This design comes from an exercise in tuning for small area on the open sky130 flow, not from production work. Where RTL was checked, it was by simulation tests only, not by an equivalence proof against the original. The RTL of run 6 was laid out without a check of its function. Power figures rest on the tool's default switching activity, not on a simulated workload.

File: flow/design.v
module stage23_encode_module (
    clk , rst_n ,
    original_data_1 , original_data_2 , original_data_3 ,
    message_en_in ,
    message_en_out ,
    packet_head_data_out ,
    length_fast_1_out , length_fast_2_out , length_fast_3_out ,
    message_fast_1_out , message_fast_2_out , message_fast_3_out ,
    packet_ETX_data_out
    );
    input          clk , rst_n , message_en_in ;
    input  [263:0] original_data_1 , original_data_2 , original_data_3 ;
    output         message_en_out ;
    output [119:0] packet_head_data_out ;
    output [7:0]   length_fast_1_out , length_fast_2_out , length_fast_3_out ;
    output [343:0] message_fast_1_out , message_fast_2_out , message_fast_3_out ;
    output [7:0]   packet_ETX_data_out ;
    reg         en1 ;
    reg [263:0] s1_d1 , s1_d2 , s1_d3 ;
    always @( posedge clk ) begin
        en1   <= rst_n & message_en_in ;
        s1_d1 <= original_data_1 ;
        s1_d2 <= original_data_2 ;
        s1_d3 <= original_data_3 ;
    end
    reg  [7:0]  dict_pid , dict_mc , dict_mt ;
    wire [23:0] eh1 , eh2 , eh3 ;
    wire        v1 , v2 , v3 ;
    hdr_eff #( .SLOT3 ( 0 ) ) he1 ( .d ( s1_d1 ) , .d2 ( s1_d2 ) , .eh ( eh1 ) , .valid ( v1 ) );
    hdr_eff #( .SLOT3 ( 0 ) ) he2 ( .d ( s1_d2 ) , .d2 ( s1_d2 ) , .eh ( eh2 ) , .valid ( v2 ) );
    hdr_eff #( .SLOT3 ( 1 ) ) he3 ( .d ( s1_d3 ) , .d2 ( s1_d2 ) , .eh ( eh3 ) , .valid ( v3 ) );
    wire [2:0] ne1 = { eh1[23:16] != dict_pid , eh1[15:8] != dict_mc , eh1[7:0] != dict_mt } ;
    wire [2:0] ne2 = { eh2[23:16] != dict_pid , eh2[15:8] != dict_mc , eh2[7:0] != dict_mt } ;
    wire [2:0] ne3 = { eh3[23:16] != dict_pid , eh3[15:8] != dict_mc , eh3[7:0] != dict_mt } ;
    always @( posedge clk ) begin
        if ( !rst_n )
            { dict_pid , dict_mc , dict_mt } <= 24'd0 ;
        else if ( en1 ) begin
            if ( v3 )
                { dict_pid , dict_mc , dict_mt } <= eh3 ;
            else if ( v2 )
                { dict_pid , dict_mc , dict_mt } <= eh2 ;
            else if ( v1 )
                { dict_pid , dict_mc , dict_mt } <= eh1 ;
        end
    end
    reg  [79:0] seq ;
    reg  [4:0]  seq_all ;
    wire [5:0]  seq_tg ;
    wire [79:0] seq_t ;
    wire [79:0] seq_n = seq ^ seq_t ;
    assign seq_tg[0] = en1 ;
    genvar sg , si ;
    generate
        for ( sg = 0 ; sg < 5 ; sg = sg + 1 ) begin : gsq
            assign seq_tg[sg + 1] = seq_tg[sg] & seq_all[sg] ;
            assign seq_t[16 * sg]  = seq_tg[sg] ;
            for ( si = 1 ; si < 16 ; si = si + 1 ) begin : gsb
                assign seq_t[16 * sg + si] = seq_t[16 * sg + si - 1] & seq[16 * sg + si - 1] ;
            end
        end
    endgenerate
    always @( posedge clk ) begin
        if ( !rst_n ) begin
            seq     <= { 80 { 1'b1 } } ;
            seq_all <= 5'b11111 ;
        end else begin
            seq     <= seq_n ;
            seq_all <= { &seq_n[79:64] , &seq_n[63:48] , &seq_n[47:32] , &seq_n[31:16] , &seq_n[15:0] } ;
        end
    end
    reg         en2 ;
    reg [263:0] s2_d1 , s2_d2 , s2_d3 ;
    reg [2:0]   s2_ne1 , s2_ne2 , s2_ne3 ;
    reg [1:0]   s2_k1 , s2_k2 , s2_k3 ;       
    always @( posedge clk ) begin
        en2    <= rst_n & en1 ;
        s2_d1  <= s1_d1 ;
        s2_d2  <= s1_d2 ;
        s2_d3  <= s1_d3 ;
        s2_ne1 <= ne1 ;
        s2_ne2 <= ne2 ;
        s2_ne3 <= ne3 ;
        s2_k1  <= { 1'b0 , ne1[2] } + { 1'b0 , ne1[1] } + { 1'b0 , ne1[0] } ;
        s2_k2  <= { 1'b0 , ne2[2] } + { 1'b0 , ne2[1] } + { 1'b0 , ne2[0] } ;
        s2_k3  <= { 1'b0 , ne3[2] } + { 1'b0 , ne3[1] } + { 1'b0 , ne3[0] } ;
    end
    fast_slot #( .QUIRK ( 1 ) ) fs1 ( .d ( s2_d1 ) , .qd ( s2_d1 ) , .ne ( s2_ne1 ) , .k ( s2_k1 ) ,
                                      .msg ( message_fast_1_out ) , .len ( length_fast_1_out ) );
    fast_slot #( .QUIRK ( 0 ) ) fs2 ( .d ( s2_d2 ) , .qd ( s2_d2 ) , .ne ( s2_ne2 ) , .k ( s2_k2 ) ,
                                      .msg ( message_fast_2_out ) , .len ( length_fast_2_out ) );
    fast_slot #( .QUIRK ( 0 ) ) fs3 ( .d ( s2_d3 ) , .qd ( s2_d2 ) , .ne ( s2_ne3 ) , .k ( s2_k3 ) ,
                                      .msg ( message_fast_3_out ) , .len ( length_fast_3_out ) );
    wire [1:0] msg_count = { 1'b0 , s2_d1[255:248] != 8'd0 } +
                           { 1'b0 , s2_d2[255:248] != 8'd0 } +
                           { 1'b0 , s2_d3[255:248] != 8'd0 } ;
    assign message_en_out       = en2 ;
    assign packet_head_data_out = { 8'hAA , 8'h0F , seq , 16'h0000 , 6'b000000 , msg_count } ;
    assign packet_ETX_data_out  = 8'h55 ;
endmodule
module hdr_eff #( parameter SLOT3 = 0 ) ( d , d2 , eh , valid );
    input  [263:0] d , d2 ;
    output [23:0]  eh ;
    output         valid ;
    wire [7:0] c = d[255:248] ;
    wire [7:0] t = d[247:240] ;
    wire is_d = ( c == 8'h64 ) ;
    wire is_q = ( c == 8'h71 ) ;
    wire is_n = ( c == 8'h4e ) ;
    wire n_ok = ( t == 8'h4c ) | ( t == 8'h4d ) | ( t == 8'h4e ) | ( t == 8'h52 ) | ( t == 8'h53 ) ;
    assign valid = ( c == 8'h61 ) | is_d | ( c == 8'h6b ) | is_q | is_n ;
    wire zero = is_d | ( is_n & !n_ok ) ;
    wire [23:0] h = ( SLOT3 && is_q ) ? d2[263:240] : d[263:240] ;
    assign eh = zero ? 24'd0 : h ;
endmodule
module fast_slot #( parameter QUIRK = 0 ) ( d , qd , ne , k , msg , len );
    input  [263:0] d , qd ;
    input  [2:0]   ne ;
    input  [1:0]   k ;
    output [343:0] msg ;
    output [7:0]   len ;
    wire [7:0] P = d[263:256] ;
    wire [7:0] C = d[255:248] ;
    wire [7:0] T = d[247:240] ;
    wire is_a = ( C == 8'h61 ) ;
    wire is_d = ( C == 8'h64 ) ;
    wire is_k = ( C == 8'h6b ) ;
    wire is_q = ( C == 8'h71 ) ;
    wire is_n = ( C == 8'h4e ) ;
    wire n_lr = is_n & ( ( T == 8'h4c ) | ( T == 8'h52 ) ) ;
    wire n_m  = is_n & ( T == 8'h4d ) ;
    wire n_ns = is_n & ( ( T == 8'h4e ) | ( T == 8'h53 ) ) ;
    wire fam  = is_a | is_k | n_lr | n_m | n_ns ;    
    wire nonq = fam | is_d ;
    wire [5:0] base = is_a ? 6'd28 : is_k ? 6'd32 : ( is_d | is_q ) ? 6'd19 :
                      n_lr ? 6'd2 : n_m ? 6'd6 : n_ns ? 6'd10 : 6'd0 ;
    assign len = { 2'b00 , base } + { 6'd0 , ( nonq | is_q ) ? k : 2'd0 } ;
    wire k_ge1 = k[0] | k[1] ;
    wire k_ge2 = k[1] ;
    wire k_eq3 = k[0] & k[1] ;
    function lt ;
        input integer jj , b ;
        input         c ;
        begin
            if ( jj < b )          lt = c ;
            else if ( jj == b )     lt = c & k_ge1 ;
            else if ( jj == b + 1 ) lt = c & k_ge2 ;
            else if ( jj == b + 2 ) lt = c & k_eq3 ;
            else                    lt = 1'b0 ;
        end
    endfunction
    wire [7:0] g2 = ne[0] ? T : ne[1] ? C : P ;
    wire [7:0] g1 = ( ne[0] & ne[1] ) ? C : P ;
    wire [7:0] g0 = P ;
    wire [135:0] dbody = { d[262:240] , 8'h00 , d[239:231] , d[222:200] , 8'h00 , d[199:135] } ;
    wire [7:0] y [0:37] ;
    genvar mi ;
    generate
        for ( mi = 0 ; mi <= 34 ; mi = mi + 1 ) begin : gy
            localparam integer m = mi - 2 ;
            wire [7:0] fv = ( m == 0 ) ? g0 : ( m == 1 ) ? g1 : ( m == 2 ) ? g2 :
                            ( m >= 3 ) ? d[239 - 8 * ( m - 3 ) -: 8] : 8'h00 ;
            wire [7:0] dv = ( m >= 3 && m <= 19 ) ? dbody[135 - 8 * ( m - 3 ) -: 8] : 8'h00 ;
            wire [7:0] qv = ( m <= 8 ) ? qd[239 - 8 * ( m + 8 ) -: 8] : 8'h00 ;
            if ( m < 0 ) begin : yq
                assign y[mi] = qv ;
            end else if ( m <= 8 ) begin : yqdf
                wire fsel = ~is_q & ~is_d ;
                assign y[mi] = ( { 8 { is_q } } & qv ) | ( { 8 { is_d } } & dv ) | ( { 8 { fsel } } & fv ) ;
            end else if ( m <= 19 ) begin : ydf
                assign y[mi] = is_d ? dv : fv ;
            end else begin : yf
                assign y[mi] = fv ;
            end
        end
    endgenerate
    assign y[35] = 8'h00 ;
    assign y[36] = 8'h00 ;
    assign y[37] = 8'h00 ;
    wire [7:0] z [0:37] ;
    genvar j ;
    generate
        for ( j = 0 ; j <= 37 ; j = j + 1 ) begin : gz
            if ( j == 0 ) begin : z0
                assign z[j] = k[0] ? 8'h00 : y[j] ;
            end else begin : zn
                assign z[j] = k[0] ? y[j - 1] : y[j] ;
            end
        end
    endgenerate
    wire quirk = ( QUIRK != 0 ) & n_lr & ( ne == 3'b011 ) ;
    wire pm    = nonq & ~quirk ;
    wire c_lr = n_lr & ~quirk ;
    wire [7:0] o [0:34] ;
    generate
        for ( j = 0 ; j <= 34 ; j = j + 1 ) begin : go
            wire gj = lt ( j , 28 , is_a ) | lt ( j , 32 , is_k ) | lt ( j , 19 , is_d ) |
                      lt ( j , 8 , is_q ) | lt ( j , 2 , c_lr ) | lt ( j , 6 , n_m ) |
                      lt ( j , 10 , n_ns ) ;
            wire       sa = gj & k[1] , sb = gj & ~k[1] ;
            wire [7:0] sh = ( { 8 { sa } } & z[j + 1] ) | ( { 8 { sb } } & z[j + 3] ) ;
            if ( j == 0 ) begin : pm0
                assign o[j] = is_q ? sh : { pm , ~ne[2] & pm , ~ne[1] & pm , ~ne[0] & pm , 4'b0000 } ;
            end else if ( j == 1 ) begin : pm1
                assign o[j] = is_q ? sh : 8'h00 ;
            end else begin : rest
                assign o[j] = sh ;
            end
        end
    endgenerate
    wire [343:0] norm ;
    generate
        for ( j = 0 ; j <= 34 ; j = j + 1 ) begin : gm
            assign norm[343 - 8 * j -: 8] = o[j] ;
        end
    endgenerate
    assign norm[63:0] = 64'd0 ;
    assign msg = norm | { 7'b0 , { 16 { quirk } } & { C , T } , 321'b0 } ;
endmodule
File: flow/flow/run.sh
#!/bin/bash
# Own layout flow: the standard flow (standard.sh), except that
#  - synthesis maps with an area-oriented ABC script and without ORFS's adder
#    extraction (same Yosys passes, registers and names otherwise),
#  - the port buffers are the smallest buffer cell,
#  - clock tree synthesis uses no dummy loads (its sink clustering and buffer
#    come from config.mk's CTS_* settings, with defaults below).
set -euo pipefail
W=$(pwd)
F=$W/flow

# ORFS's synth.tcl with the ABC call replaced
sed -e 's|log_cmd abc {\*}\$abc_args|log_cmd abc -script $::env(OWN_ABC_SCRIPT) {*}$lib_args {*}$lib_dont_use_args|' \
    "$FLOW_HOME/scripts/synth.tcl" > "$W/own_synth.tcl"
grep -q 'OWN_ABC_SCRIPT' "$W/own_synth.tcl"
export OWN_SYNTH_TCL=$W/own_synth.tcl
export OWN_ABC_SCRIPT=$F/abc_area.script

bash standard.sh SYNTH_SCRIPT="$F/synth_wrap.tcl" ADDER_MAP_FILE= SYNTH_INSBUF=0 synth > "$W/own_synth.log" 2>&1

setting() { sed -n "s/^export $1 = //p" config.mk | tail -1; }
CSIZE=$(setting CTS_CLUSTER_SIZE); CSIZE=${CSIZE:-20}
CDIAM=$(setting CTS_CLUSTER_DIAMETER); CDIAM=${CDIAM:-60}
CBUF=$(setting CTS_BUF_LIST); CBUF=${CBUF:-sky130_fd_sc_hd__clkbuf_16}
CTS="-sink_clustering_enable -repair_clock_nets -sink_clustering_size $CSIZE"
CTS="$CTS -sink_clustering_max_diameter $CDIAM -buf_list {$CBUF} -dont_use_dummy_load"
bash standard.sh BUFFER_PORTS_ARGS="-buffer_cell sky130_fd_sc_hd__buf_1" CTS_ARGS="$CTS" finish > "$W/own_layout.log" 2>&1
test -s out/final.def
File: flow/flow/abc_area.script
strash
dc2
dch -f
amap
File: flow/flow/synth_wrap.tcl
proc synth {args} { yosys synth -nofsm -noshare {*}$args }
source $::env(OWN_SYNTH_TCL)
# left out here: clear keep_hierarchy, flatten, clean up, hide names made inside functions, write 1_2_yosys.v
File: flow/standard.sh
#!/bin/bash
# synth_recipe.tcl (not shown) runs the flow's synth.tcl, then flattens the netlist and writes it again
# the make line also repeats each setting of config.mk as NAME=value (left out here)
make -C /OpenROAD-flow-scripts/flow DESIGN_CONFIG=/design/flow/config.mk WORK_HOME=/design/flow/orfs CLKGATE_MAP_FILE= SYNTH_SCRIPT=/design/flow/synth_recipe.tcl "${@:-finish}"
File: flow/config.mk
export PLATFORM = sky130hd
export DESIGN_NAME = stage23_encode_module
export DESIGN_NICKNAME = stage23_encode_module
export VERILOG_FILES = /design/flow/design.v
export SDC_FILE = /design/flow/constraint.sdc
export NUM_CORES = 8
export LEC_CHECK = 0
export CAP_MARGIN = 20
export CORE_AREA = 5 5 1095 255
export CTS_CLUSTER_DIAMETER = 60
export CTS_CLUSTER_SIZE = 20
export DIE_AREA = 0 0 1100 260
export SLEW_MARGIN = 20
File: flow/constraint.sdc
create_clock -name core_clock -period 7.0 [get_ports {clk}]
set_input_delay 1.4000 -clock core_clock [delete_from_list [all_inputs] [get_ports {clk}]]
set_output_delay 1.4000 -clock core_clock [all_outputs]
set_load 0.01 [all_outputs]
==> results of run 1 <==
==> synthesized netlist by cell type (5+ instances only) <==
| library cell | n | share of area |
|---|---|---|
| nand2_1 | 259 | 0.017 |
| nor2_1 | 469 | 0.032 |
| or4_1 | 8 | 0.0011 |
| o21ai_0 | 277 | 0.025 |
| o22ai_1 | 1732 | 0.19 |
| nor4_1 | 25 | 0.0028 |
| o21a_1 | 13 | 0.0017 |
| or2_0 | 65 | 0.0073 |
| or3_1 | 11 | 0.0012 |
| a222oi_1 | 40 | 0.0072 |
| o32a_1 | 27 | 0.0048 |
| nor2b_1 | 38 | 0.0043 |
| and2_0 | 15 | 0.0017 |
| and3_1 | 19 | 0.0021 |
| nand4_1 | 13 | 0.0015 |
| dfxtp_1 | 1709 | 0.61 |
| a22o_1 | 19 | 0.0030 |
| o22a_1 | 79 | 0.012 |
| nand3_1 | 16 | 0.0014 |
| o221a_1 | 5 | 0.0010 |
| o21bai_1 | 6 | 0.00081 |
| nor3_1 | 27 | 0.0024 |
| a22oi_1 | 73 | 0.0098 |
| a31oi_1 | 17 | 0.0019 |
| o221ai_1 | 25 | 0.0039 |
| clkinv_1 | 397 | 0.027 |
| a21oi_1 | 162 | 0.015 |
==> layout make-up <==
type                            instances  area share
Sequential cell                      1709      0.4742
Multi-Input combinational cell       3723      0.3009
Timing Repair Buffer                 1831      0.1003
Antenna cell                          181    0.006276
Inverter                              397     0.02110
Clock buffer                           99     0.03433
Tap cell                             3627     0.06288
==> flip-flops by register name, summed over array words and instances, names as in the netlist <==
name      flops
s1_d2       264
s2_ne3        3
s2_k2         2
en2           1
s2_ne1        3
s2_k1         2
s1_d1       264
seq_all       4
dict_mc       8
s2_d1       264
dict_pid      8
s2_d3       264
s1_d3       264
en1           1
dict_mt       8
s2_ne2        3
s2_d2       264
seq          80
s2_k3         2
==> report_power, final <==
group          switching, W  internal (W)  leakage, nW  total (W)
logic               0.00104      0.000475         9.90    0.00152
registers          0.000562        0.0103         14.4     0.0108
clock network       0.00335       0.00251         1.22    0.00586
==> logic make-up after synthesis <==
| logic type | after synthesis |
|---|---|
| and+or+nand+nor | 969 |
| DFF | 1709 |
| xor gates and xnor gates | 2 |
| other | 2 |
| buffers and inverters | 397 |
| AOI/OAI and AO/OA | 2508 |
==> per-stage QoR <==
stage                     cell area [µm²]  power (W)  TNS (ns)  hold slack (ns)  utilization
final                               72170    0.01820         0           0.2774       0.2676
after global routing                72010    0.01872         0           0.2879       0.2670
after CTS                           71710    0.01813         0           0.2877       0.2659
after detailed placement            69240    0.01242         0           0.3121       0.2567
after global placement              69220    0.01243         0           0.3095       0.2566
after floorplan                     57310    0.01148  -1729.71           0.3096            -
==> metal layers <==
layer | track usage | vias up | routed length [µm]
li1 | - | 25940 | -
met4 | 0.1130 | 102 | 20720
met1 | 0.3538 | 30466 | 173000
met3 | 0.1495 | 1162 | 61790
met2 | 0.3673 | 5048 | 163000
met5 | 0.03531 | - | 1918
==> path summary, 6_finish.rpt <==
| kind | slack, ns | start | cells after the start | to |
|---|---|---|---|---|
| setup / recovery | 0.37 | s2_d3[250] | 13 | message_fast_3_out[341] |
| hold reg to reg | 0.28 | s1_d2[221] | 0 | s2_d2[221] |
| setup reg to reg | 2.00 | s1_d3[255] | 15 | s2_k3[1] |
| hold / removal | 0.28 | s1_d2[221] | 0 | s2_d2[221] |
==> flow_summary.ini, run 1 <==
[outcome]
run_status = complete, no violations

[clock_tree]
post_cts_buffers = 0
clkLatencyLatePin_ns = 0.79
cts-root-buf = clkbuf_16
cts_max_path_buffers = 3
numCtsBuffers = 99
cts_sinks = 1709
cts-resized-gates = 0
cts_max_level = 3
cts_hold_buf = 0
path_clk_slew_ns = 0.09
cts_tree = built

[logic_synthesis]
synthCells = 5587
synth_adder_area_share = 0
synth_top_family_by_area = compound AO/OA/AOI/OAI gates
synth_compound_area_frac = 0.2850
yosysWarnings = 3
synthMuxAreaShare = 0
synth_seq_cells = 1709
async_flop_share = 0
synth-simple-area-share = 0.07529
syn-mean-instance-area_um2 = 9.997
yosys.area_share.xor_xnor = 0.0003136
synthFlopType = dfxtp_1
synth_edf_count = 0
yosysSeqAreaShare = 0.6126
syn_area_um2 = 55850
synthDistinctLibCells = 48

[placed_design]
dp_slack_ns = 1.349
dp.final_hpwl_mm = 346.4
place.gp.congestion = 1.136
dp.cells = 11287
portBuffers = 1735

[floorplanning]
coreArea_um2 = 269700
dieArea_um2 = 286000
rows = 91
die_w_mm = 1.100
ios = 1980
dieHeight_um = 260
start_util = 0.2071

[setup_path]
start_kind = flop
crit_fanout = 22
critPathSlowestCell = or4_1
cp.arrival_ns = 5.23
cpLargestDelayFamily = simple AND/OR/NAND/NOR gates
crit_required_ns = 5.60
crit_path_cell_trace = nand2_1, or4_1, or2_0, nor4_1, clkinv_1, nand3_1, nor2_1, nor2_1, clkinv_1, buf_4, o32a_1, o22ai_1, buf_1
critPathMaxStageDelay_ns = 0.60
cp-end-kind = output port
path_buf_inv = 4
worst-setup-path-type = flop to output port

[timing]
finalHoldViolCount = 0
setup_violations = 0
worst_pin_slew_ns = 1.241
finalCritPeriodShare = 0.9468
rsz0062_at_grt = no
setup_ws_ns = 0.3721
relSlewSlack = 0.1725
period_needed_ns = 6.628
fmax_ghz = 0.1509
slew_viol_final = 0
finalClockSkew_ns = 0.09915

[layout]
final_nets = 8556
final-seq-area_um2 = 34220
fin_cells = 11567
multi_input_area_um2 = 21720
drive_above_1_share = 0.03725
final_common_cell = buf_1
area_growth_pct = 29.22
mostFrequentLayoutCells = buf_1, dfxtp_1, o22ai_1
fillers = 29472

[power]
peakVddDrop_uv = 214.3
p_per_area_nw_per_um2 = 252.2
p_leak_nw = 25.51

[global_routing]
grt_max_degree = 150
antenna_found_initial = 311
groute.usage.overall = 0.2729
grt_overflow = 0
grt_pass1_vias = 54093
grt_pass1_wl_mm = 526.0

[route]
route.detailed.drc = 0
dr.pass1.iters = 10
vias_per_cell = 5.422
drtAntennaViolNets = 0
drt_iter0_markers = 11518
vias = 62718
wl_per_cell_um = 36.35
routed_wl_mm = 420.4

[worst_hold_path]
hp-class = flop to flop

[job]
max_cap_viol_count = 0
==> inputs of run 2 (changes only) <==
--- a/flow/config.mk
+++ b/flow/config.mk
@@ -9,3 +9,3 @@
 export CORE_AREA = 5 5 1095 255
-export CTS_CLUSTER_DIAMETER = 60
+export CTS_CLUSTER_DIAMETER = 50
 export CTS_CLUSTER_SIZE = 20
==> flow_summary.ini, run 2 <==
[clock_tree]
cts-root-buf = clkbuf_16
path_clk_slew_ns = 0.08
clkLatencyLatePin_ns = 0.79
cts_tree = built
cts_max_path_buffers = 3
cts_hold_buf = 0
numCtsBuffers = 103
post_cts_buffers = 0
cts_sinks = 1709
cts-resized-gates = 0
cts_max_level = 3

[layout]
final_nets = 8560
mostFrequentLayoutCells = buf_1, dfxtp_1, o22ai_1
drive_above_1_share = 0.03774
fin_util = 0.2680
final_common_cell = buf_1
area_growth_pct = 29.42

[route]
routed_wl_mm = 419.8
drt_iter0_markers = 11140
dr.pass1.iters = 9
route.detailed.drc = 0
wl_per_cell_um = 36.26
vias = 62675
vias_per_cell = 5.415
drtAntennaViolNets = 0

[logic_synthesis]
yosysMostFrequentCell = o22ai_1
synthTopCellsByArea = dfxtp_1, o22ai_1, nor2_1
synth_seq_cells = 1709
yosysWarnings = 3
ys_top_cells_by_count = o22ai_1, dfxtp_1, nor2_1, clkinv_1, o21ai_0
synthFlopType = dfxtp_1
async_flop_share = 0
synthDistinctLibCells = 48
synthCells = 5587
yosysSeqAreaShare = 0.6126
yosys.area.top_type = dfxtp_1
synth_edf_count = 0
syn_area_um2 = 55850
syn-mean-instance-area_um2 = 9.997
synth_top_area_share = 0.6126

[timing]
finalHoldViolCount = 0
fmax_ghz = 0.1517
relSlewSlack = 0.1792
worst_pin_slew_ns = 1.231
setup_ws_ns = 0.4068
fin_setup_tns_ns = 0
finalCritPeriodShare = 0.9419
period_needed_ns = 6.593
finalClockSkew_ns = 0.1015
holdWs_ns = 0.2829
rsz0062_at_grt = no
slew_viol_final = 0
setup_violations = 0

[global_routing]
groute.usage.overall = 0.2728
grt_pass1_vias = 54184
grt_pass1_wl_mm = 526.2
grt_overflow = 0
grt_max_degree = 150
antenna_found_initial = 300

[setup_path]
crit_fanout = 22
cp.arrival_ns = 5.19
cp-end-kind = output port
worst-setup-path-type = flop to output port
critPathMaxStageDelay_ns = 0.61
crit_path_cell_trace = nand2_1, or4_1, or2_0, nor4_1, clkinv_1, nand3_1, nor2_1, nor2_1, clkinv_1, buf_4, o32a_1, o22ai_1, buf_1
crit_required_ns = 5.60
critPathSlowestCell = or4_1
start_kind = flop

[placed_design]
dp_slack_ns = 1.349
dp.final_hpwl_mm = 346.4
place.gp.congestion = 1.136
portBuffers = 1735

[outcome]
run_status = complete, no violations

[power]
p_per_area_nw_per_um2 = 253.5
peakVddDrop_uv = 218.3
p_total_w = 0.01832
p_leak_nw = 25.56

[worst_hold_path]
hp-class = flop to flop

[job]
max_cap_viol_count = 0

[floorplanning]
coreArea_um2 = 269700
start_util = 0.2071
dieArea_um2 = 286000
die_w_mm = 1.100
ios = 1980
rows = 91
dieHeight_um = 260
[run 2: cell counts after synthesis]
No cell type changed its count.
[run 2: layer usage]
| metal | wire length [µm] | up-vias | global-route usage |
|---|---|---|---|
| met3 | 60230 | 1099 | 0.1550 |
| met4 | 19940 | 78 | 0.1133 |
| li1 | - | 25922 | - |
| met1 | 175000 | 30514 | 0.3508 |
| met2 | 163500 | 5062 | 0.3662 |
| met5 | 1105 | - | 0.03331 |
[run 2: layout make-up]
class	instances	area, µm²
flip-flops and latches	1709	34220
clock buffers	103	2577
well taps	3627	4538
fillers	29468	197500
repair buffers	1831	7238
diodes	185	462.9
multi-input cells	3723	21720
inverters	397	1523
[run 2: cell families after synthesis]
| group | count (synthesis) | synth area share |
|---|---|---|
| AOI/OAI and AO/OA | 2508 | 0.2850 |
| DFF | 1709 | 0.6126 |
| and+or+nand+nor | 969 | 0.07529 |
| buffers and inverters | 397 | 0.02668 |
| xor gates and xnor gates | 2 | 0.0003137 |
| other | 2 | 0.0001345 |
[run 2: worst max-delay path, delay by kind of cell (launching register included)]
family | cells | cell delay [ns]
compound gates | 2 | 0.54
buf+inv | 4 | 1.32
flops | 1 | 0.47
simple gates | 7 | 2.10
[run 2: path summary, 6_finish.rpt]
path	to	startpoint	slack [ns]	depth (start not counted)
worst max-delay path	message_fast_3_out[341]	s2_d3[250]	0.41	13
worst min-delay path	s2_d1[134]	s1_d1[134]	0.28	0
worst max register to register	s2_k3[1]	s1_d3[255]	1.94	15
worst min register to register	s2_d1[134]	s1_d1[134]	0.28	0
[run 2: stage by stage]
| step | std cells | instance area (µm²) |
|---|---|---|
| 6_report | 11575 | 72280 |
| 5_1_grt | 11505 | 72110 |
| 4_1_cts | 11390 | 71810 |
| 3_5_place_dp | 11287 | 69240 |
| 3_3_place_gp | 11286 | 69220 |
| 2_1_floorplan | 5829 | 57310 |
[run 2: power breakdown]
| part | total, W | switching (W) | internal, W |
|---|---|---|---|
| combinational | 0.00152 | 0.00104 | 0.000475 |
| clock | 0.00598 | 0.00338 | 0.00260 |
| sequential | 0.0108 | 0.000561 | 0.0103 |
==> inputs of run 3 (changes only) <==
--- a/flow/config.mk
+++ b/flow/config.mk
@@ -9,4 +9,4 @@
 export CORE_AREA = 5 5 1095 255
-export CTS_CLUSTER_DIAMETER = 50
-export CTS_CLUSTER_SIZE = 20
+export CTS_CLUSTER_DIAMETER = 60
+export CTS_CLUSTER_SIZE = 22
 export DIE_AREA = 0 0 1100 260
==> flow_summary.ini, run 3 <==
[outcome]
run_status = complete, no violations

[floorplanning]
rows = 91
ios = 1980
coreArea_um2 = 269700
dieArea_um2 = 286000
dieHeight_um = 260
start_util = 0.2071
die_w_mm = 1.100

[power]
peakVddDrop_uv = 189.4
p_per_area_nw_per_um2 = 249.7
p_leak_nw = 25.40

[route]
routed_wl_mm = 420.0
route.detailed.drc = 0
wl_per_cell_um = 36.38
dr.pass1.iters = 10
vias = 62641
vias_per_cell = 5.426
drtAntennaViolNets = 0
drt_iter0_markers = 11038

[layout]
final_nets = 8548
fillers = 29502
area_growth_pct = 28.78
mostFrequentLayoutCells = buf_1, dfxtp_1, o22ai_1
fin_area_um2 = 71930
final_common_cell = buf_1
drive_above_1_share = 0.03625

[logic_synthesis]
synth_edf_count = 0
synthFlopType = dfxtp_1
yosysSeqAreaShare = 0.6126
syn_area_um2 = 55850
synthDistinctLibCells = 48
synthCells = 5587
async_flop_share = 0
synth_top_area_share = 0.6126
yosys.area.top_type = dfxtp_1
syn-mean-instance-area_um2 = 9.997
yosysWarnings = 3
yosysMostFrequentCell = o22ai_1
ys_top_cells_by_count = o22ai_1, dfxtp_1, nor2_1, clkinv_1, o21ai_0
synth_seq_cells = 1709
synthTopCellsByArea = dfxtp_1, o22ai_1, nor2_1

[clock_tree]
numCtsBuffers = 91
cts-resized-gates = 0
post_cts_buffers = 0
cts-root-buf = clkbuf_16
cts_max_level = 3
cts_hold_buf = 0
path_clk_slew_ns = 0.10
cts_sinks = 1709
cts_tree = built
clkLatencyLatePin_ns = 0.79
cts_max_path_buffers = 3

[placed_design]
place_area_um2 = 69240
portBuffers = 1735
dp.final_hpwl_mm = 346.4
place.gp.congestion = 1.136

[timing]
rsz0062_at_grt = no
finalClockSkew_ns = 0.09858
setup_violations = 0
fin_setup_tns_ns = 0
fmax_ghz = 0.1512
relSlewSlack = 0.1913
finalCritPeriodShare = 0.9448
worst_pin_slew_ns = 1.213
period_needed_ns = 6.614
slew_viol_final = 0
finalHoldViolCount = 0

[global_routing]
grt_max_degree = 150
grt_pass1_vias = 54124
grt_pass1_wl_mm = 525.3
antenna_found_initial = 304
groute.usage.overall = 0.2724
grt_overflow = 0

[setup_path]
critPathMaxStageDelay_ns = 0.60
path_buf_inv = 4
cp.arrival_ns = 5.21
critPathSlowestCell = or4_1
start_kind = flop
crit_path_cell_trace = nand2_1, or4_1, or2_0, nor4_1, clkinv_1, nand3_1, nor2_1, nor2_1, clkinv_1, buf_4, o32a_1, o22ai_1, buf_1
cp-end-kind = output port
crit_fanout = 22
cpLargestDelayFamily = simple AND/OR/NAND/NOR gates
worst-setup-path-type = flop to output port
crit_required_ns = 5.60

[worst_hold_path]
hp-class = flop to flop

[job]
max_cap_viol_count = 0
==> run 3: final timing paths <==
| check | startpoint | endpoint | slack [ns] | cells after the start |
|---|---|---|---|---|
| max | s2_d3[250] | message_fast_3_out[341] | 0.39 | 13 |
| min reg2reg | s1_d3[185] | s2_d3[185] | 0.28 | 0 |
| max reg2reg | s1_d3[255] | s2_k3[1] | 2.04 | 15 |
| min | s1_d3[185] | s2_d3[185] | 0.28 | 0 |
==> run 3: power breakdown <==
| group | switching (W) | total [W] | internal [W] |
|---|---|---|---|
| Sequential | 0.000561 | 0.0108 | 0.0103 |
| Clock | 0.00330 | 0.00561 | 0.00232 |
| Combinational | 0.00104 | 0.00152 | 0.000475 |
==> run 3: logic make-up (layout without fill, tap and decap cells) <==
kind of cell           after synthesis  in the layout  synth area share
AO/OA/AOI/OAI                     2508           2508            0.2850
flip-flops                        1709           1709            0.6126
buffers and inverters              397           2319           0.02668
XOR/XNOR                             2              2         0.0003137
other                                2            410         0.0001345
AND/OR/NAND/NOR                    969            969           0.07529
==> run 3: layout make-up <==
type,count,area [µm²],area share
flip-flops and latches,1709,34220,0.4758
multi-input cells,3723,21710,0.3019
repair buffers,1831,7238,0.1006
well taps,3627,4538,0.06309
clock buffers,91,2277,0.03166
inverters,397,1523,0.02117
diodes,166,415.4,0.005775
==> run 3: metal layers <==
layer,global-route usage,up-vias,routed length (µm)
met5,0.02382,-,1887
met4,0.1127,98,20220
met3,0.1477,1160,60690
met2,0.3669,5096,163200
met1,0.3550,30415,174000
li1,-,25872,-
==> run 3: metrics by stage <==
step                      std cells  power (W)    util  setup WS [ns]  hold WS (ns)
final                         11544    0.01796  0.2667         0.3861        0.2793
after global routing          11467    0.01847  0.2659        0.06439        0.2851
after CTS                     11378    0.01790  0.2651         0.4447        0.2740
after detailed placement      11287    0.01242  0.2567          1.349        0.3121
after global placement        11286    0.01243  0.2566          1.418        0.3095
after floorplan                5829    0.01148       -         -2.753        0.3096
==> inputs of run 4 (changes only) <==
--- a/flow/flow/run.sh
+++ b/flow/flow/run.sh
@@ -5,2 +5,3 @@
 #  - the port buffers are the smallest buffer cell,
+#  - after global routing, gates off the critical paths are downsized (RECOVER_POWER),
 #  - clock tree synthesis uses no dummy loads (its sink clustering and buffer
@@ -26,3 +27,3 @@
 CTS="$CTS -sink_clustering_max_diameter $CDIAM -buf_list {$CBUF} -dont_use_dummy_load"
-bash standard.sh BUFFER_PORTS_ARGS="-buffer_cell sky130_fd_sc_hd__buf_1" CTS_ARGS="$CTS" finish > "$W/own_layout.log" 2>&1
+bash standard.sh BUFFER_PORTS_ARGS="-buffer_cell sky130_fd_sc_hd__buf_1" CTS_ARGS="$CTS" RECOVER_POWER=100 finish > "$W/own_layout.log" 2>&1
 test -s out/final.def
==> flow_summary.ini, run 4 <==
[outcome]
run_status = complete, but fails checks
failed_checks = capacitance limit, slew limit

[power]
peakVddDrop_uv = 189.5
p_sw_w = 0.004895
p_leak_nw = 25.30
seq_power_share = 0.603
p_per_area_nw_per_um2 = 250.5
clkPwrFrac = 0.312
swShare = 0.2727
combPwrFrac = 0.084
internal_power_w = 0.01306

[route]
wl_met3_mm = 60.48
wl_per_cell_um = 36.33
vias_per_cell = 5.441
dr.pass1.iters = 10
wl_met1_mm = 174.9
routed_wl_mm = 419.8
vias = 62867
route.detailed.drc = 0
top_layer_used = met5
drt_iter0_markers = 11102
drtAntennaViolNets = 0
wl_met2_mm = 162.7

[timing]
finalClockSkew_ns = 0.1012
slew_viol_final = 643
rsz0062_at_grt = no
fin_setup_tns_ns = 0
period_needed_ns = 6.831
worst_pin_slew_ns = 3.585
finalHoldViolCount = 0
setup_violations = 0
fmax_ghz = 0.1464
relSlewSlack = -1.390
finalCritPeriodShare = 0.9759

[global_routing]
groute.usage.overall = 0.2724
antenna_found_initial = 304
grt_pass1_vias = 54124
grt_max_degree = 150
grt_pass1_wl_mm = 525.3
grt_overflow = 0

[layout]
fillers = 29559
area_growth_pct = 28.30
drive_above_1_share = 0.03045
final_nets = 8548
mostFrequentLayoutCells = dfxtp_1, o22ai_1, buf_1
fin_cells = 11555
final_common_cell = dfxtp_1

[floorplanning]
start_util = 0.2071
rows = 91
coreArea_um2 = 269700
dieHeight_um = 260
die_w_mm = 1.100
dieArea_um2 = 286000
ios = 1980

[setup_path]
cp-end-kind = output port
worst-setup-path-type = flop to output port
start_kind = flop
crit_fanout = 114
r2r_slack_ns = 0.86
cp.arrival_ns = 5.43
crit_required_ns = 5.60

[clock_tree]
cts-resized-gates = 0
cts_sinks = 1709
numCtsBuffers = 91
path_clk_slew_ns = 0.11
cts-root-buf = clkbuf_16
cts_tree = built
post_cts_buffers = 0
cts_max_path_buffers = 3
cts_max_level = 3
clkLatencyLatePin_ns = 0.79
cts_hold_buf = 0

[logic_synthesis]
yosysWarnings = 3
syn_area_um2 = 55850
yosys.area.top_type = dfxtp_1
synth_seq_cells = 1709
yosysMostFrequentCell = o22ai_1
synth_top_area_share = 0.6126
yosysSeqAreaShare = 0.6126
synthCells = 5587
synthDistinctLibCells = 48
ys_top_cells_by_count = o22ai_1, dfxtp_1, nor2_1, clkinv_1, o21ai_0
synthFlopType = dfxtp_1
async_flop_share = 0
syn-mean-instance-area_um2 = 9.997
synthTopCellsByArea = dfxtp_1, o22ai_1, nor2_1
synth_edf_count = 0

[placed_design]
place.gp.congestion = 1.136
dp.final_hpwl_mm = 346.4
dp.cells = 11287
portBuffers = 1735

[job]
max_cap_viol_count = 13

[worst_hold_path]
hp-class = flop to flop
[run 4: cell count changes in the layout (fill, tap and decap cells not counted), sizes merged]
cell    previous run  this run
inv               13        14
clkbuf            92       155
clkinv           384       383
buf             1830      1767
diode            166       177
[run 4: worst paths after layout]
kind                             end  depth (start not counted)       start
max reg2reg               dict_mc[0]                         12  s1_d2[249]
max          message_fast_2_out[262]                          6    s2_k2[0]
min reg2reg               s2_d3[185]                          0  s1_d3[185]
min                       s2_d3[185]                          0  s1_d3[185]
[run 4: cells by family after synthesis]
logic type	Yosys count	synth area share
compound gates	2508	0.2850
other cells	2	0.0001345
xor+xnor	2	0.0003137
flops	1709	0.6126
simple gates	969	0.07529
buf+inv	397	0.02668
[run 4: metrics by stage]
step / utilization / hold slack [ns] / power [W] / instance area [µm²] / worst slack, ns
3_3_place_gp: 0.2566 / 0.3095 / 0.01243 / 69220 / 1.418
3_5_place_dp: 0.2567 / 0.3121 / 0.01242 / 69240 / 1.349
5_1_grt: 0.2648 / 0.2851 / 0.01846 / 71420 / 0.05328
2_1_floorplan: - / 0.3096 / 0.01148 / 57310 / -2.753
4_1_cts: 0.2651 / 0.2740 / 0.01790 / 71510 / 0.4447
6_report: 0.2657 / 0.2741 / 0.01795 / 71660 / 0.1685
[run 4: power by group through the flow]
stage          clock [W]  combinational [W]  sequential, W
2_1_floorplan          0           0.000790         0.0107
3_3_place_gp           0            0.00145         0.0110
3_5_place_dp           0            0.00144         0.0110
4_1_cts          0.00568            0.00145         0.0108
5_1_grt          0.00604            0.00159         0.0108
6_report         0.00561            0.00151         0.0108
[run 4: layer usage]
layer / vias to the layer above / GRT usage
li1: 25876 / -
met5: - / 0.02382
met3: 1166 / 0.1477
met4: 92 / 0.1127
met2: 5153 / 0.3669
met1: 30580 / 0.3550
[run 4: area by class of cell]
type | instances | area, µm² | share of cell area
Multi-Input combinational cell | 3723 | 21520 | 0.3004
Tap cell | 3627 | 4538 | 0.06333
Timing Repair Buffer | 1831 | 7146 | 0.09972
Sequential cell | 1709 | 34220 | 0.4775
Clock buffer | 91 | 2277 | 0.03178
Inverter | 397 | 1510 | 0.02108
Antenna cell | 177 | 442.9 | 0.006181
[run 4: worst max-delay path, stage by stage, from the launching register on]
cell	delay [ns]
dfxtp_2	1.39
inv_4	0.78
nor2_1	0.66
a221oi_1	0.20
or2_1	0.58
o22ai_1	0.58
buf_1	0.34
==> inputs of run 5 (changes only) <==
--- a/flow/config.mk
+++ b/flow/config.mk
@@ -10,3 +10,3 @@
 export CTS_CLUSTER_DIAMETER = 60
-export CTS_CLUSTER_SIZE = 22
+export CTS_CLUSTER_SIZE = 20
 export DIE_AREA = 0 0 1100 260
==> flow_summary.ini, run 5 <==
[outcome]
run_status = complete, but fails checks
failed_checks = capacitance limit, slew limit

[timing]
finalClockSkew_ns = 0.09445
rsz0062_at_grt = no
holdWs_ns = 0.2787
relSlewSlack = -1.422
slew_viol_final = 768
finalCritPeriodShare = 0.9719
fmax_ghz = 0.1470
period_needed_ns = 6.803
setup_violations = 0
setup_ws_ns = 0.1966
finalHoldViolCount = 0
worst_pin_slew_ns = 3.633

[floorplanning]
ios = 1980
dieArea_um2 = 286000
coreArea_um2 = 269700
die_w_mm = 1.100
dieHeight_um = 260
rows = 91
start_util = 0.2071

[layout]
drive_above_1_share = 0.03196
area_growth_pct = 28.78
fillers = 29514
final_common_cell = dfxtp_1
final_nets = 8556
fin_util = 0.2667
mostFrequentLayoutCells = dfxtp_1, o22ai_1, buf_1
fin_cells = 11568

[power]
seq_power_share = 0.595
p_total_w = 0.01820
internal_power_w = 0.01325
swShare = 0.2724
p_per_area_nw_per_um2 = 253.1
p_sw_w = 0.004959
clkPwrFrac = 0.322
combPwrFrac = 0.083
peakVddDrop_uv = 212.3
p_leak_nw = 25.41

[route]
wl_per_cell_um = 36.32
dr.pass1.iters = 10
vias = 62639
top_layer_used = met5
vias_per_cell = 5.415
routed_wl_mm = 420.1
drtAntennaViolNets = 0
drt_iter0_markers = 10999
wl_met2_mm = 162.8
route.detailed.drc = 0
wl_met3_mm = 60.80
wl_met1_mm = 173.8

[setup_path]
crit_required_ns = 5.60
cpLargestDelayFamily = flip-flops
cp.arrival_ns = 5.40
cp-end-kind = output port
crit_path_cell_trace = inv_8, nor2_1, a21oi_1, or2_0, o22ai_1, buf_1
start_kind = flop
critPathSlowestCell = dfxtp_2
worst-setup-path-type = flop to output port
critPathMaxStageDelay_ns = 1.41
path_buf_inv = 2
crit_fanout = 114

[logic_synthesis]
synth_seq_cells = 1709
yosysMostFrequentCell = o22ai_1
synth_edf_count = 0
synthFlopType = dfxtp_1
synthDistinctLibCells = 48
yosysSeqAreaShare = 0.6126
yosysWarnings = 3
synthTopCellsByArea = dfxtp_1, o22ai_1, nor2_1
synth_top_area_share = 0.6126
syn_area_um2 = 55850
ys_top_cells_by_count = o22ai_1, dfxtp_1, nor2_1, clkinv_1, o21ai_0
synthCells = 5587
async_flop_share = 0
syn-mean-instance-area_um2 = 9.997
yosys.area.top_type = dfxtp_1

[global_routing]
grt_pass1_vias = 54093
grt_pass1_wl_mm = 526.0
grt_max_degree = 150
groute.usage.overall = 0.2729
antenna_found_initial = 310
grt_overflow = 0

[clock_tree]
cts_max_path_buffers = 3
cts-resized-gates = 0
path_clk_slew_ns = 0.09
cts_max_level = 3
cts_tree = built
cts_sinks = 1709
cts-root-buf = clkbuf_16
numCtsBuffers = 99
post_cts_buffers = 0
cts_hold_buf = 0
clkLatencyLatePin_ns = 0.79

[worst_hold_path]
hp-class = flop to flop

[placed_design]
dp_slack_ns = 1.349
place.gp.congestion = 1.136
dp.cells = 11287
dp.final_hpwl_mm = 346.4
portBuffers = 1735

[job]
max_cap_viol_count = 16
## run 5: metal layers
| metal | GRT usage | up-vias |
|---|---|---|
| li1 | - | 25925 |
| met1 | 0.3538 | 30459 |
| met2 | 0.3673 | 5003 |
| met3 | 0.1495 | 1146 |
| met4 | 0.1130 | 106 |
| met5 | 0.03531 | - |
## run 5: area by class of cell
class / instances / area (µm²) / share of cell area
antenna: 182 / 455.4 / 0.006332
clock buffer: 99 / 2477 / 0.03444
inverter: 397 / 1520 / 0.02114
multi-input combinational: 3723 / 21580 / 0.3000
sequential: 1709 / 34220 / 0.4757
tap: 3627 / 4538 / 0.06309
timing repair buffer: 1831 / 7139 / 0.09926
## run 5: final timing paths
path,startpoint,end,slack [ns],cells after the start
worst max-delay path,s2_k2[0],message_fast_2_out[278],0.20,6
worst min-delay path,s1_d1[62],s2_d1[62],0.28,0
worst max register to register,s1_d2[249],dict_mc[0],0.83,12
worst min register to register,s1_d1[62],s2_d1[62],0.28,0
## run 5: cells by family after synthesis
| kind of cell | share of synthesized area |
|---|---|
| XOR/XNOR | 0.0003137 |
| flip-flops | 0.6126 |
| other | 0.0001345 |
| AO/OA/AOI/OAI | 0.2850 |
| buffers and inverters | 0.02668 |
| AND/OR/NAND/NOR | 0.07529 |
## run 5: power groups by stage
stage / logic, W / registers, W / clock network, W
3_5_place_dp: 0.00144 / 0.0110 / 0
4_1_cts: 0.00145 / 0.0108 / 0.00592
3_3_place_gp: 0.00145 / 0.0110 / 0
6_report: 0.00152 / 0.0108 / 0.00586
2_1_floorplan: 0.000790 / 0.0107 / 0
5_1_grt: 0.00159 / 0.0108 / 0.00630
## run 5: stage by stage
step | setup TNS [ns] | cell area (µm²)
after floorplan | -1729.71 | 57310
after global placement | 0 | 69220
after detailed placement | 0 | 69240
after CTS | 0 | 71710
after global routing | 0 | 71760
final | 0 | 71930
==> inputs of run 6 (changes only) <==
--- a/flow/design.v
+++ b/flow/design.v
@@ -154,3 +154,3 @@
     wire [7:0] g0 = P ;
-    wire [135:0] dbody = { d[262:240] , 8'h00 , d[239:231] , d[222:200] , 8'h00 , d[199:135] } ;
+    wire [135:0] dbody = { d[262:256] , 8'h64 , d[247:240] , 8'h00 , d[239:231] , d[222:200] , 8'h00 , d[199:135] } ;
     wire [7:0] y [0:37] ;
--- a/flow/flow/run.sh
+++ b/flow/flow/run.sh
@@ -5,3 +5,2 @@
 #  - the port buffers are the smallest buffer cell,
-#  - after global routing, gates off the critical paths are downsized (RECOVER_POWER),
 #  - clock tree synthesis uses no dummy loads (its sink clustering and buffer
@@ -27,3 +26,3 @@
 CTS="$CTS -sink_clustering_max_diameter $CDIAM -buf_list {$CBUF} -dont_use_dummy_load"
-bash standard.sh BUFFER_PORTS_ARGS="-buffer_cell sky130_fd_sc_hd__buf_1" CTS_ARGS="$CTS" RECOVER_POWER=100 finish > "$W/own_layout.log" 2>&1
+bash standard.sh BUFFER_PORTS_ARGS="-buffer_cell sky130_fd_sc_hd__buf_1" CTS_ARGS="$CTS" finish > "$W/own_layout.log" 2>&1
 test -s out/final.def
--- a/flow/config.mk
+++ b/flow/config.mk
@@ -8,6 +8,6 @@
 export CAP_MARGIN = 20
-export CORE_AREA = 5 5 1095 255
+export CORE_AREA = 5 5 1395 195
 export CTS_CLUSTER_DIAMETER = 60
-export CTS_CLUSTER_SIZE = 20
-export DIE_AREA = 0 0 1100 260
+export CTS_CLUSTER_SIZE = 22
+export DIE_AREA = 0 0 1400 200
 export SLEW_MARGIN = 20
==> flow_summary.ini, run 6 <==
[placed_design]
dp.final_hpwl_mm = 319.3
place.gp.congestion = 1.107
dp_slack_ns = 1.425
portBuffers = 1735
dp.cells = 11218

[setup_path]
critPathSlowestCell = nor2_1
cp_num_cells = 11
path_buf_inv = 5
path_common_cell = buf_4
cp.arrival_ns = 5.09
crit_path_cell_trace = or4_1, nor4b_2, buf_4, inv_2, nand2_1, o21ai_2, buf_4, clkinv_1, nor2_1, o22ai_1, buf_1
cpLargestDelayFamily = buffers and inverters
crit_required_ns = 5.60
r2r_cells = 16
start_kind = flop
crit_fanout = 49
critPathMaxStageDelay_ns = 0.80
cp-end-kind = output port
worst-setup-path-type = flop to output port

[layout]
fin_cells = 11401
final_common_cell = buf_1
mostFrequentLayoutCells = buf_1, dfxtp_1, o22ai_1
final-seq-area_um2 = 34230
drive_above_1_share = 0.04370
multi_input_area_um2 = 21960
fillers = 28264
area_growth_pct = 29.16
final_nets = 8554

[clock_tree]
cts_max_level = 3
cts_sinks = 1709
clkLatencyLatePin_ns = 0.77
cts_tree = built
numCtsBuffers = 88
cts-root-buf = clkbuf_16
path_clk_slew_ns = 0.12
post_cts_buffers = 0
cts_hold_buf = 0
cts-resized-gates = 0
cts_max_path_buffers = 3

[timing]
relSlewSlack = 0.1226
setup_violations = 0
finalCritPeriodShare = 0.9267
holdWs_ns = 0.2765
slew_viol_final = 0
period_needed_ns = 6.487
fmax_ghz = 0.1542
worst_pin_slew_ns = 1.316
fin_setup_tns_ns = 0
setup_ws_ns = 0.5128
finalClockSkew_ns = 0.08716
finalHoldViolCount = 0
rsz0062_at_grt = no

[power]
p_per_area_nw_per_um2 = 250.4
seq_power_share = 0.600
peakVddDrop_uv = 193.2
clkPwrFrac = 0.312
p_sw_w = 0.005064
p_leak_nw = 25.44
internal_power_w = 0.01299
swShare = 0.2805
combPwrFrac = 0.088
p_total_w = 0.01805

[logic_synthesis]
yosysSeqAreaShare = 0.6130
yosys.area.top_type = dfxtp_1
synthDistinctLibCells = 49
synth_edf_count = 0
synthTopCellsByArea = dfxtp_1, o22ai_1, nor2_1
ys_top_cells_by_count = o22ai_1, dfxtp_1, nor2_1, clkinv_1, nand2_1
yosysWarnings = 3
syn-mean-instance-area_um2 = 10.00
synth_top_area_share = 0.6130
synthFlopType = dfxtp_1
async_flop_share = 0
synth_seq_cells = 1709
syn_area_um2 = 55810
synthCells = 5581
yosysMostFrequentCell = o22ai_1

[outcome]
run_status = complete, no violations

[route]
dr.pass1.iters = 11
vias_per_cell = 5.427
routed_wl_mm = 387.9
drt_iter0_markers = 11320
wl_per_cell_um = 34.02
route.detailed.drc = 0
vias = 61869
drtAntennaViolNets = 0

[global_routing]
grt_overflow = 0
grt_pass1_vias = 52740
groute.usage.overall = 0.2570
grt_max_degree = 182
grt_pass1_wl_mm = 491.2
antenna_found_initial = 139

[floorplanning]
ios = 1980
coreArea_um2 = 260800
dieHeight_um = 200
start_util = 0.2140
dieArea_um2 = 280000
die_w_mm = 1.400
rows = 69

[worst_hold_path]
hp-class = flop to flop
hold_depth = 0

[job]
max_cap_viol_count = 0
-- run 6: changes by cell type after synthesis, sizes merged, moves of 7 or more --
cell and change:
nand2 +12, a22oi -7, clkinv +18, and2 -7, o22ai -11, a31oi +12, nor2 -20, a221oi +7
o21ai -12
-- run 6: path summary, 6_finish.rpt --
path / startpoint / endpoint / slack [ns]
setup / recovery: s2_d3[250] / message_fast_3_out[327] / 0.51
hold / removal: s1_d2[91] / s2_d2[91] / 0.28
setup reg to reg: s1_d3[248] / s2_k3[1] / 1.77
hold reg to reg: s1_d2[91] / s2_d2[91] / 0.28
-- run 6: cell families after synthesis --
family	count (synthesis)	share of synthesized area
compound gates	2492	0.2836
flops	1709	0.6130
simple gates	961	0.07502
buf+inv	415	0.02791
other cells	2	0.0001346
xor+xnor	2	0.0003139
-- run 6: area by class of cell --
type | instances | share of cell area
sequential | 1709 | 0.4748
multi-input combinational | 3699 | 0.3046
timing repair buffer | 1846 | 0.1031
tap | 3550 | 0.06162
clock buffer | 88 | 0.03055
inverter | 415 | 0.02201
antenna | 94 | 0.003263
-- run 6: per-layer routing --
layer	GRT usage	wire length, µm	vias up
li1	-	-	25816
met1	0.3496	163300	30393
met2	0.3423	149700	4720
met3	0.1416	59710	864
met4	0.07696	14050	76
met5	0.002247	1133	-
-- run 6: metrics by stage --
stage	cell area, µm²	utilization
6_report	72080	0.2764
5_1_grt	71920	0.2757
4_1_cts	71830	0.2754
3_5_place_dp	69630	0.2670
3_3_place_gp	69630	0.2670
2_1_floorplan	57640	-
-- run 6: worst reg2reg max path, cell delays in order (launching register included) --
cell      delay, ns
dfxtp_1        0.91
clkinv_1       0.35
or2_0          0.31
nor2_1         0.21
nand3_1        0.10
buf_4          0.29
clkinv_1       0.26
buf_4          0.29
a22oi_1        0.10
nor2_1         0.25
o21ai_0        0.15
nor4_1         0.64
nand2_1        0.59
and2_0         0.34
o21bai_1       0.17
nor2_1         0.14
or2_0          0.15
-- run 6: power groups by stage --
| stage | logic, W | registers [W] | clock network [W] |
|---|---|---|---|
| 5_1_grt | 0.00165 | 0.0108 | 0.00603 |
| 4_1_cts | 0.00149 | 0.0108 | 0.00564 |
| 6_report | 0.00158 | 0.0108 | 0.00564 |
| 2_1_floorplan | 0.000800 | 0.0107 | 0 |
| 3_3_place_gp | 0.00150 | 0.0110 | 0 |
| 3_5_place_dp | 0.00149 | 0.0110 | 0 |
==> inputs of run 7 (changes only) <==
--- a/flow/design.v
+++ b/flow/design.v
@@ -154,3 +154,3 @@
     wire [7:0] g0 = P ;
-    wire [135:0] dbody = { d[262:256] , 8'h64 , d[247:240] , 8'h00 , d[239:231] , d[222:200] , 8'h00 , d[199:135] } ;
+    wire [135:0] dbody = { d[262:240] , 8'h00 , d[239:231] , d[222:200] , 8'h00 , d[199:135] } ;
     wire [7:0] y [0:37] ;
--- a/flow/flow/run.sh
+++ b/flow/flow/run.sh
@@ -4,2 +4,3 @@
 #    extraction (same Yosys passes, registers and names otherwise),
+#  - a tie cell drives up to 2 constant outputs instead of one (ties.tcl),
 #  - the port buffers are the smallest buffer cell,
@@ -10,2 +11,3 @@
 F=$W/flow
+R=$W/orfs/results/$FLOW_PLATFORM/stage23_encode_module/base
 
@@ -20,2 +22,6 @@
 
+bash standard.sh floorplan > "$W/own_floorplan.log" 2>&1
+ODB=$R/2_floorplan.odb LIB=$FLOW_HOME/platforms/sky130hd/lib/sky130_fd_sc_hd__tt_025C_1v80.lib TIE_FANOUT=2 \
+    openroad -no_init -exit "$F/ties.tcl" > "$W/own_ties.log" 2>&1
+
 setting() { sed -n "s/^export $1 = //p" config.mk | tail -1; }
==> flow/flow/ties.tcl (new file) <==
# Tie cells for the constant outputs: the standard flow gives each output its
# own tie cell; here one tie cell drives up to TIE_FANOUT outputs of the same
# value (in port order).
read_db $::env(ODB)
set block [ord::get_db_block]
set n $::env(TIE_FANOUT)
foreach pin {LO HI} {
  # tie cells whose only load is one output port
  set ties {}
  foreach inst [$block getInsts] {
    if {[[$inst getMaster] getName] ne "sky130_fd_sc_hd__conb_1"} continue
    set it [$inst findITerm $pin]
    set net [$it getNet]
    if {$net eq "NULL"} continue
    if {[llength [$net getITerms]] != 1 || [llength [$net getBTerms]] != 1} continue
    lappend ties [list [[lindex [$net getBTerms] 0] getName] $inst $net]
  }
  set ties [lsort -dictionary -index 0 $ties]
  set keep ""
  set used 0
  foreach t $ties {
    lassign $t name inst net
    if {$keep eq "" || $used >= $n} {
      set keep $net
      set used 1
      continue
    }
    # move the port to the kept tie's net, remove this tie cell and its net
    set bt [lindex [$net getBTerms] 0]
    $bt disconnect
    $bt connect $keep
    odb::dbInst_destroy $inst
    odb::dbNet_destroy $net
    incr used
  }
  puts "ties on $pin: [llength $ties] outputs"
}
write_db $::env(ODB)
--- a/flow/config.mk
+++ b/flow/config.mk
@@ -8,6 +8,6 @@
 export CAP_MARGIN = 20
-export CORE_AREA = 5 5 1395 195
+export CORE_AREA = 5 5 1095 255
 export CTS_CLUSTER_DIAMETER = 60
 export CTS_CLUSTER_SIZE = 22
-export DIE_AREA = 0 0 1400 200
+export DIE_AREA = 0 0 1100 260
 export SLEW_MARGIN = 20
==> flow_summary.ini, run 7 <==
[placed_design]
portBuffers = 1735
place_area_um2 = 68750
dp.cells = 11157
place.gp.congestion = 1.135
dp.final_hpwl_mm = 329.9

[logic_synthesis]
syn-mean-instance-area_um2 = 9.997
synth_edf_count = 0
yosysSeqAreaShare = 0.6126
synth_top_area_share = 0.6126
yosysWarnings = 3
syn_area_um2 = 55850
async_flop_share = 0
yosys.area.top_type = dfxtp_1
synth_seq_cells = 1709
ys_top_cells_by_count = o22ai_1, dfxtp_1, nor2_1, clkinv_1, o21ai_0
synthFlopType = dfxtp_1
synthDistinctLibCells = 48
yosysMostFrequentCell = o22ai_1
synthCells = 5587
synthTopCellsByArea = dfxtp_1, o22ai_1, nor2_1

[floorplanning]
rows = 91
start_util = 0.2071
die_w_mm = 1.100
dieHeight_um = 260
coreArea_um2 = 269700
dieArea_um2 = 286000
ios = 1980

[power]
peakVddDrop_uv = 227.6
p_leak_nw = 24.98
p_per_area_nw_per_um2 = 250.9

[setup_path]
cp-end-kind = output port
crit_required_ns = 5.60
worst-setup-path-type = flop to output port
crit_fanout = 81
start_kind = flop
cp.arrival_ns = 5.18

[global_routing]
grt_util_met2 = 0.3749
grt_overflow = 0
grt_use_met1 = 0.3359
grt.met3_usage = 0.1147
top_usage_layer = met2
grt_pass1_wl_mm = 510.2
groute.usage.overall = 0.2619
grt_max_degree = 206
antenna_found_initial = 261
grt_pass1_vias = 54375

[route]
routed_wl_mm = 402.9
drt_iter0_markers = 10697
vias_per_cell = 5.468
drtAntennaViolNets = 2
wl_per_cell_um = 35.40
route.detailed.drc = 0
vias = 62243
dr.pass1.iters = 10

[layout]
fin_cells = 11383
fin_area_um2 = 71350
area_growth_pct = 27.75
mostFrequentLayoutCells = buf_1, dfxtp_1, o22ai_1
final_nets = 8417
drive_above_1_share = 0.03583
fin_util = 0.2645
final_common_cell = buf_1

[timing]
setup_violations = 0
finalHoldViolCount = 0
holdWs_ns = 0.2664
fin_setup_tns_ns = 0
rsz0062_at_grt = no
finalCritPeriodShare = 0.9401
relSlewSlack = 0.1491
worst_pin_slew_ns = 1.263
finalClockSkew_ns = 0.05215
slew_viol_final = 0
fmax_ghz = 0.1520
period_needed_ns = 6.581

[outcome]
run_status = complete, but fails checks
failed_checks = antenna rules

[clock_tree]
cts-root-buf = clkbuf_16
post_cts_buffers = 0
cts_tree = built
numCtsBuffers = 89
path_clk_slew_ns = 0.10
clkLatencyLatePin_ns = 0.76
cts-resized-gates = 0
cts_max_level = 3
cts_sinks = 1709
cts_hold_buf = 0
cts_max_path_buffers = 3

[worst_hold_path]
hp-class = flop to flop

[job]
max_cap_viol_count = 0
run 7: cell count changes after synthesis, moves of 11 or more:
| cell | previous run | this run |
|---|---|---|
| o21ai_0 | 265 | 277 |
| nor2_1 | 449 | 469 |
| nand2_1 | 271 | 259 |
| o22ai_1 | 1721 | 1732 |
| a31oi_1 | 29 | 17 |
| clkinv_1 | 415 | 397 |
run 7: per-layer routing:
layer / part of all wire / routed length (µm)
met5: 0.0031 / 1251
met4: 0.058 / 23370
met3: 0.13 / 51080
met2: 0.41 / 165200
met1: 0.40 / 162000
run 7: cells by family (layout without fill, tap and decap cells):
group,Yosys count,after routing,synth area share
simple gates,969,969,0.07529
other cells,2,258,0.0001345
xor+xnor,2,2,0.0003137
compound gates,2508,2508,0.2850
flops,1709,1709,0.6126
buf+inv,397,2310,0.02668
run 7: area by class of cell:
class / instances / area [µm²]
multi-input combinational: 3601 / 21280
timing repair buffer: 1824 / 7218
sequential: 1709 / 34220
fill: 29453 / 198400
antenna: 136 / 340.3
inverter: 397 / 1524
tap: 3627 / 4538
clock buffer: 89 / 2227
run 7: path summary, 6_finish.rpt:
check / start / end / slack (ns) / cells past startpoint
max: s2_d1[254] / message_fast_1_out[197] / 0.42 / 8
min: s1_d1[163] / s2_d1[163] / 0.27 / 0
max reg2reg: s1_d3[255] / s2_k3[1] / 2.09 / 15
min reg2reg: s1_d1[163] / s2_d1[163] / 0.27 / 0
run 7: through the flow:
| step | worst slack [ns] | power, W |
|---|---|---|
| 2_1_floorplan | -2.753 | 0.01148 |
| 3_3_place_gp | 1.472 | 0.01239 |
| 3_5_place_dp | 1.425 | 0.01238 |
| 4_1_cts | 0.5853 | 0.01783 |
| 5_1_grt | 0.1771 | 0.01840 |
| 6_report | 0.4193 | 0.01790 |
run 7: power by group:
part           switching (W)  total [W]  internal, W  leakage (nW)
registers           0.000508     0.0108       0.0103          14.4
logic                0.00104    0.00152     0.000476          9.50
clock network        0.00334    0.00561      0.00227          1.10
total                0.00489     0.0179       0.0130          25.0
run 7: worst max-delay path, stage by stage, from the launching register on:
cell and delay (ns):
dfxtp_1 0.46, nand4_1 0.27, nor4_4 0.23, buf_4 0.84, inv_4 0.54, o21ai_0 0.91, o22ai_1 0.44, o22ai_1 0.45
buf_1 0.20
==> inputs of run 8 (changes only) <==
--- a/flow/flow/run.sh
+++ b/flow/flow/run.sh
@@ -4,3 +4,3 @@
 #    extraction (same Yosys passes, registers and names otherwise),
-#  - a tie cell drives up to 2 constant outputs instead of one (ties.tcl),
+#  - a tie cell drives up to 4 constant outputs instead of one (ties.tcl),
 #  - the port buffers are the smallest buffer cell,
@@ -23,3 +23,3 @@
 bash standard.sh floorplan > "$W/own_floorplan.log" 2>&1
-ODB=$R/2_floorplan.odb LIB=$FLOW_HOME/platforms/sky130hd/lib/sky130_fd_sc_hd__tt_025C_1v80.lib TIE_FANOUT=2 \
+ODB=$R/2_floorplan.odb LIB=$FLOW_HOME/platforms/sky130hd/lib/sky130_fd_sc_hd__tt_025C_1v80.lib TIE_FANOUT=4 \
     openroad -no_init -exit "$F/ties.tcl" > "$W/own_ties.log" 2>&1
==> flow_summary.ini, run 8 <==
[logic_synthesis]
yosysMostFrequentCell = o22ai_1
synth_top_area_share = 0.6126
synthDistinctLibCells = 48
synth_compound_area_frac = 0.2850
synth_adder_area_share = 0
synth_edf_count = 0
ys_top_cells_by_count = o22ai_1, dfxtp_1, nor2_1, clkinv_1, o21ai_0
syn-mean-instance-area_um2 = 9.997
async_flop_share = 0
yosysWarnings = 3
synth-simple-area-share = 0.07529
yosys.area_share.xor_xnor = 0.0003136
yosysSeqAreaShare = 0.6126
synthTopCellsByArea = dfxtp_1, o22ai_1, nor2_1
synthCells = 5587
syn_area_um2 = 55850
synth_seq_cells = 1709
synthFlopType = dfxtp_1
synthMuxAreaShare = 0
synth_top_family_by_area = compound AO/OA/AOI/OAI gates
yosys.area.top_type = dfxtp_1

[power]
seq_power_share = 0.602
p_leak_nw = 24.78
p_sw_w = 0.004825
internal_power_w = 0.01306
combPwrFrac = 0.084
clkPwrFrac = 0.314
swShare = 0.2698
p_per_area_nw_per_um2 = 251.4
peakVddDrop_uv = 182.1

[placed_design]
dp_slack_ns = 1.050
dp.final_hpwl_mm = 324.7
portBuffers = 1735
place.gp.congestion = 1.103

[floorplanning]
rows = 91
ios = 1980
coreArea_um2 = 269700
die_w_mm = 1.100
start_util = 0.2071
dieArea_um2 = 286000
dieHeight_um = 260

[clock_tree]
numCtsBuffers = 91
cts_tree = built
path_clk_slew_ns = 0.11
clkLatencyLatePin_ns = 0.78
cts-resized-gates = 0
cts_sinks = 1709
cts_max_path_buffers = 3
cts_max_level = 3
cts-root-buf = clkbuf_16
cts_hold_buf = 0
post_cts_buffers = 0

[setup_path]
crit_required_ns = 5.60
crit_fanout = 24
critPathMaxStageDelay_ns = 0.58
crit_path_cell_trace = clkinv_1, nand4_1, nor3_1, or2_0, nor2_1, clkinv_1, nor2_1, nand2_1, nor2_1, clkinv_1, o21ai_2, buf_4, clkinv_1, o21ai_1, buf_4, o22ai_1, buf_1
cp.arrival_ns = 5.32
start_kind = flop
cp-end-kind = output port
critPathSlowestCell = clkinv_1
worst-setup-path-type = flop to output port
path_common_cell = clkinv_1

[global_routing]
groute.usage.overall = 0.2588
grt_pass1_vias = 54620
grt_overflow = 0
grt_max_degree = 158
antenna_found_initial = 254
grt_pass1_wl_mm = 507.1

[timing]
slew_viol_final = 0
setup_violations = 0
rsz0062_at_grt = no
finalClockSkew_ns = 0.1049
setup_ws_ns = 0.2844
worst_pin_slew_ns = 1.351
fin_setup_tns_ns = 0
relSlewSlack = 0.09908
finalCritPeriodShare = 0.9594
fmax_ghz = 0.1489
finalHoldViolCount = 0
holdWs_ns = 0.2561
period_needed_ns = 6.716

[outcome]
run_status = complete, no violations

[layout]
final_common_cell = buf_1
mostFrequentLayoutCells = buf_1, dfxtp_1, o22ai_1
area_growth_pct = 27.36
final_nets = 8356
fin_util = 0.2637
fillers = 29403
drive_above_1_share = 0.03651

[route]
route.detailed.drc = 0
vias_per_cell = 5.397
drtAntennaViolNets = 0
vias = 61093
drt_iter0_markers = 10086
wl_per_cell_um = 35.18
dr.pass1.iters = 9
routed_wl_mm = 398.2

[job]
max_cap_viol_count = 0

[worst_hold_path]
hp-class = flop to flop
-- run 8: per-layer routing --
layer	part of all wire	vias to the layer above	global-route usage	wire (µm)
met4	0.053	62	0.1145	20960
li1	-	25652	-	-
met2	0.43	4421	0.3885	169700
met1	0.40	29911	0.3338	160800
met3	0.12	1047	0.09263	46300
met5	0.0010	-	0.007995	397
-- run 8: final cells by class --
| type | instances | area (µm²) | area share |
|---|---|---|---|
| inverter | 397 | 1523 | 0.02141 |
| timing repair buffer | 1822 | 7178 | 0.1009 |
| sequential | 1709 | 34220 | 0.4811 |
| multi-input combinational | 3540 | 21060 | 0.2960 |
| tap | 3627 | 4538 | 0.06380 |
| antenna | 134 | 335.3 | 0.004714 |
| clock buffer | 91 | 2277 | 0.03201 |
-- run 8: path summary, 6_finish.rpt --
kind | start | end | slack, ns | cells past startpoint
max reg2reg | s1_d3[252] | s2_k3[1] | 2.19 | 14
min | s1_d2[27] | s2_d2[27] | 0.26 | 0
min reg2reg | s1_d2[27] | s2_d2[27] | 0.26 | 0
max | s2_d1[255] | message_fast_1_out[306] | 0.28 | 17
-- run 8: logic make-up after synthesis --
| group | after synthesis |
|---|---|
| compound gates | 2508 |
| flops | 1709 |
| simple gates | 969 |
| buf+inv | 397 |
| xor+xnor | 2 |
| other cells | 2 |
-- run 8: power by group through the flow --
stage                     clock, W  sequential, W  combinational (W)
final                      0.00561         0.0108            0.00150
after global routing       0.00605         0.0108            0.00159
after CTS                  0.00568         0.0107            0.00145
after detailed placement         0         0.0109            0.00144
after global placement           0         0.0109            0.00145
after floorplan                  0         0.0107           0.000790
-- run 8: stage by stage --
| stage | std cells | power [W] | area (µm²) |
|---|---|---|---|
| 2_1_floorplan | 5829 | 0.01148 | 57310 |
| 3_3_place_gp | 11094 | 0.01239 | 68490 |
| 3_5_place_dp | 11094 | 0.01238 | 68490 |
| 4_1_cts | 11185 | 0.01785 | 70770 |
| 5_1_grt | 11258 | 0.01842 | 70980 |
| 6_report | 11320 | 0.01788 | 71130 |
-- run 8: worst max-delay path, delay by kind of cell (launching register included) --
family	cells	cell delay [ns]
DFF	1	0.46
and+or+nand+nor	7	1.45
buffers and inverters	7	1.91
AOI/OAI and AO/OA	3	0.70

what the ideal ports hide:
No port has a modelled driver above. Below, the same layouts with a new extraction and two added sets of constraints. Step 1 assumes that a clkbuf_16 drives the clock port and a buf_2 every other input. Step 2 adds t to the input delays and takes it off the output delays; t is the mean of the earliest and latest rising clock arrival at the registers after step 1. Input paths then give back, and output paths get back, about the clock's delay inside the block. Three values: ideal, step 1, step 2; two values: the first two.
run | shift t [ns] | slack for setup (ns) | slew at the worst register clock pin (ns)
run 1 | 0.781 | 0.372 / 0.308 / 1.089 | 0.10 / 0.10
run 2 | 0.793 | 0.407 / 0.343 / 1.136 | 0.10 / 0.10
run 3 | 0.775 | 0.386 / 0.323 / 1.098 | 0.11 / 0.11
run 4 | 0.774 | 0.169 / 0.105 / -0.165 | 0.11 / 0.11
run 5 | 0.783 | 0.197 / 0.133 / -0.170 | 0.10 / 0.10
run 6 | 0.825 | 0.513 / 0.419 / 1.244 | 0.12 / 0.12
run 7 | 0.792 | 0.419 / 0.350 / 1.142 | 0.12 / 0.12
run 8 | 0.783 | 0.284 / 0.224 / 1.008 | 0.11 / 0.11
For run 5, which loses most, drivers alone change the setup slack by -0.064 ns; drivers and shift together by -0.367 ns.
